From an optimization exercise on the open Yosys and OpenROAD flow, aimed at small area; shortcuts taken in it are not production practice. In this exercise RTL edits were held to simulation tests only and were not proved equivalent to the original.

## sierra
==> flow/design.v (excerpt) <==
module pipeline_cpu(
	clk,
	rst_n,
	in_valid,
	instruction,
	dout,
	out_valid,
	ren,
	wen,
	addr,
	out_addr,
	din,
	out
);
input clk, rst_n, in_valid;
input [18:0] instruction;
input [15:0] dout;
output logic out_valid, ren, wen;
output logic [15:0] out, din;
output logic [3:0] out_addr, addr;
localparam K_NOP = 3'd0, K_ONE = 3'd1, K_ABS = 3'd2, K_MUL = 3'd3, K_LD = 3'd4, K_ST = 3'd5;
localparam C_NOP = 2'd0, C_ONE = 2'd1, C_MUL = 2'd2, C_ST = 2'd3;
logic [255:0] rf;    
logic [15:0] rv;     
logic        a_v;
logic [14:0] a_ins;      
logic [15:0] a_s, a_t;
logic        b_v;
logic [2:0]  b_k;
logic [7:0]  b_d;
logic [31:0] b_w;
logic        c_v;
logic [1:0]  c_k;
logic [7:0]  c_d;
logic [31:0] c_w;
wire i_mem = instruction[18:17] == 2'b10;
wire [3:0] i_sa = i_mem ? instruction[11:8] : instruction[15:12];
wire [3:0] i_ta = i_mem ? instruction[15:12] : instruction[11:8];
logic [15:0] s_s, s_t;
always_comb
	for (int i = 0; i < 16; i++) begin
		s_s[i] = rv[i] && i_sa == i;
		s_t[i] = rv[i] && i_ta == i;
	end
wire [15:0] rd_s, rd_t;
rf_rd u_rs (.s(s_s), .f(rf), .y(rd_s));
rf_rd u_rt (.s(s_t), .f(rf), .y(rd_t));
logic a_rr, a_sub;
always_ff @(posedge clk) begin
	a_ins <= {instruction[18:16], instruction[11:0]};
	a_rr  <= instruction[18:16] == 3'b000;
	a_sub <= (instruction[18:16] == 3'b000 && instruction[3:0] == 4'd3) || instruction[18:16] == 3'b011;
	a_s   <= rd_s;
	a_t   <= rd_t;
end
wire [2:0] a_op = a_ins[14:12];
wire [3:0] a_frt = a_ins[11:8];
wire [7:0] a_imm = a_ins[7:0];
wire [3:0] a_fn = a_ins[3:0];
wire [15:0] a_y = a_rr ? a_t : {8'd0, a_imm};
wire [15:0] a_yx = a_y ^ {16{a_sub}};
wire [16:0] a_sum;
wire [8:0] a_c;       
assign a_c[0] = 1'b0;
genvar ga;
generate for (ga = 0; ga < 8; ga = ga + 1) begin : g_as
  ...
Size: roughly 2,500 cells after synthesis, about 450 flip-flops, ~81 I/O pins, roughly 26,000 um2 of cells after synthesis.
==> flow/config.mk <==
export PLATFORM = sky130hd
export DESIGN_NAME = pipeline_cpu
export DESIGN_NICKNAME = pipeline_cpu
export VERILOG_FILES = /design/flow/design.v
export SDC_FILE = /design/flow/constraint.sdc
export NUM_CORES = 4
export LEC_CHECK = 0
export CAP_MARGIN = 10
export CORE_MARGIN = 2
export CORE_UTILIZATION = 40
export SLEW_MARGIN = 10
export SYNTH_HIERARCHICAL = 1
==> flow/constraint.sdc <==
create_clock -name core_clock -period 7.0 [get_ports {clk}]
set_input_delay 1.4000 -clock core_clock [delete_from_list [all_inputs] [get_ports {clk}]]
set_output_delay 1.4000 -clock core_clock [all_outputs]
set_load 0.01 [all_outputs]
standard.sh (not shown) runs the stock make flow with config.mk's settings and CLKGATE_MAP_FILE= SYNTH_SCRIPT=/design/flow/synth_recipe.tcl, a recipe that flattens the netlist after the stock synthesis.
==> flow/flow/run.sh <==
#!/bin/bash
# Own layout flow: the standard ORFS flow (standard.sh, with its standard synthesis
# script synth_recipe.tcl), with these changes:
#  - ABC maps the logic with flow/abc.script, an area-oriented mapping script, in place of
#    ORFS's delay-oriented abc_speed.script. ORFS's scripts folder is copied to orfs_scripts/
#    and only that one file is replaced in the copy.
#  - ports buffered with buf_1 (the smallest buffer) instead of ORFS's default choice
#  - clock tree without dummy loads, from small clock buffers in clusters of up to 14 flip-flops
#  - before global routing, downsizing of gates off the critical paths (flow/pre_grt.tcl),
#    followed by the standard repairs
# Each make step's full output is in orfs/logs/; make's own output is in standard.log here.
set -euo pipefail
rm -rf orfs_scripts
cp -r "$FLOW_HOME/scripts" orfs_scripts
cp flow/abc.script orfs_scripts/abc_speed.script
bash standard.sh finish \
	"SCRIPTS_DIR=$PWD/orfs_scripts" \
	"BUFFER_PORTS_ARGS=-buffer_cell sky130_fd_sc_hd__buf_1" \
	"CTS_ARGS=-sink_clustering_enable -repair_clock_nets -dont_use_dummy_load -buf_list {sky130_fd_sc_hd__clkbuf_4 sky130_fd_sc_hd__clkbuf_8} -sink_clustering_buffer sky130_fd_sc_hd__clkbuf_8 -sink_clustering_size 14 -sink_clustering_max_diameter 70" \
	"PRE_GLOBAL_ROUTE_TCL=$PWD/flow/pre_grt.tcl" > standard.log 2>&1
==> flow/flow/abc.script <==
&get -n
&st
&dch
&nf
&st
&syn2
&dch
&nf
&put
==> flow/flow/pre_grt.tcl <==
# Before global routing: downsize gates off the critical paths (placement parasitics),
# then repair slew, capacitance and fanout again, since downsizing ignores them.
estimate_parasitics -placement
repair_timing -recover_power 100 -match_cell_footprint -verbose
repair_design -match_cell_footprint -cap_margin 10 -slew_margin 10 -verbose
detailed_placement
sierra reached the end of the flow, and the finished layout is clean on the timing, DRC and antenna checks.
Changes in ember relative to sierra:
--- a/flow/flow/run.sh
+++ b/flow/flow/run.sh
@@ -6,5 +6,5 @@
 #    and only that one file is replaced in the copy.
 #  - ports buffered with buf_1 (the smallest buffer) instead of ORFS's default choice
-#  - clock tree without dummy loads, from small clock buffers in clusters of up to 14 flip-flops
+#  - clock tree without dummy loads, from small clock buffers in clusters of up to 8 flip-flops
 #  - before global routing, downsizing of gates off the critical paths (flow/pre_grt.tcl),
 #    followed by the standard repairs
@@ -17,4 +17,4 @@
 	"SCRIPTS_DIR=$PWD/orfs_scripts" \
 	"BUFFER_PORTS_ARGS=-buffer_cell sky130_fd_sc_hd__buf_1" \
-	"CTS_ARGS=-sink_clustering_enable -repair_clock_nets -dont_use_dummy_load -buf_list {sky130_fd_sc_hd__clkbuf_4 sky130_fd_sc_hd__clkbuf_8} -sink_clustering_buffer sky130_fd_sc_hd__clkbuf_8 -sink_clustering_size 14 -sink_clustering_max_diameter 70" \
+	"CTS_ARGS=-sink_clustering_enable -repair_clock_nets -dont_use_dummy_load -buf_list {sky130_fd_sc_hd__clkbuf_4 sky130_fd_sc_hd__clkbuf_8} -sink_clustering_buffer sky130_fd_sc_hd__clkbuf_4 -sink_clustering_size 8 -sink_clustering_max_diameter 50" \
 	"PRE_GLOBAL_ROUTE_TCL=$PWD/flow/pre_grt.tcl" > standard.log 2>&1
[summary]
On HPWL reported at the end of detailed placement, ember and sierra are neck and neck.
ember vs. sierra: minimum hold slack grew by 22 ps; register-to-register slack climbed 120 ps.
| clock skew | ember vs sierra | 5.5 ps lower |
sierra has a lower number of nets in the layout than ember.
Relative to sierra, clock tree buffer count of the final layout has increased by 73% in ember.
Well-tap cell count: sierra vs ember identical
ember — routed length per placed instance about 0.7% lower, sierra as reference

[separate check: timing with driven ports]
No port has a modelled driver above. Below, the same layouts with a new extraction and two added sets of constraints.
Step 1 (the two cells are an assumption about what drives the block):
set clk [get_ports {clk}]
set_driving_cell -lib_cell sky130_fd_sc_hd__clkbuf_16 $clk
set_driving_cell -lib_cell sky130_fd_sc_hd__buf_2 [delete_from_list [all_inputs] $clk]
Step 2, shift: input delay + t, output delay - t, t = (earliest + latest rising clock arrival at the registers) / 2. This alone moves slack from input paths to output paths.
a / b / c = ideal / step 1 / step 2; a / b = the first two.
run	t (ns)	setup WS [ns]	slew at the worst register clock pin (ns)
sierra	0.683	0.408 / 0.408 / 0.408	0.11 / 0.11
ember	0.670	0.531 / 0.531 / 0.531	0.11 / 0.11
After both steps every run listed still meets setup and hold.
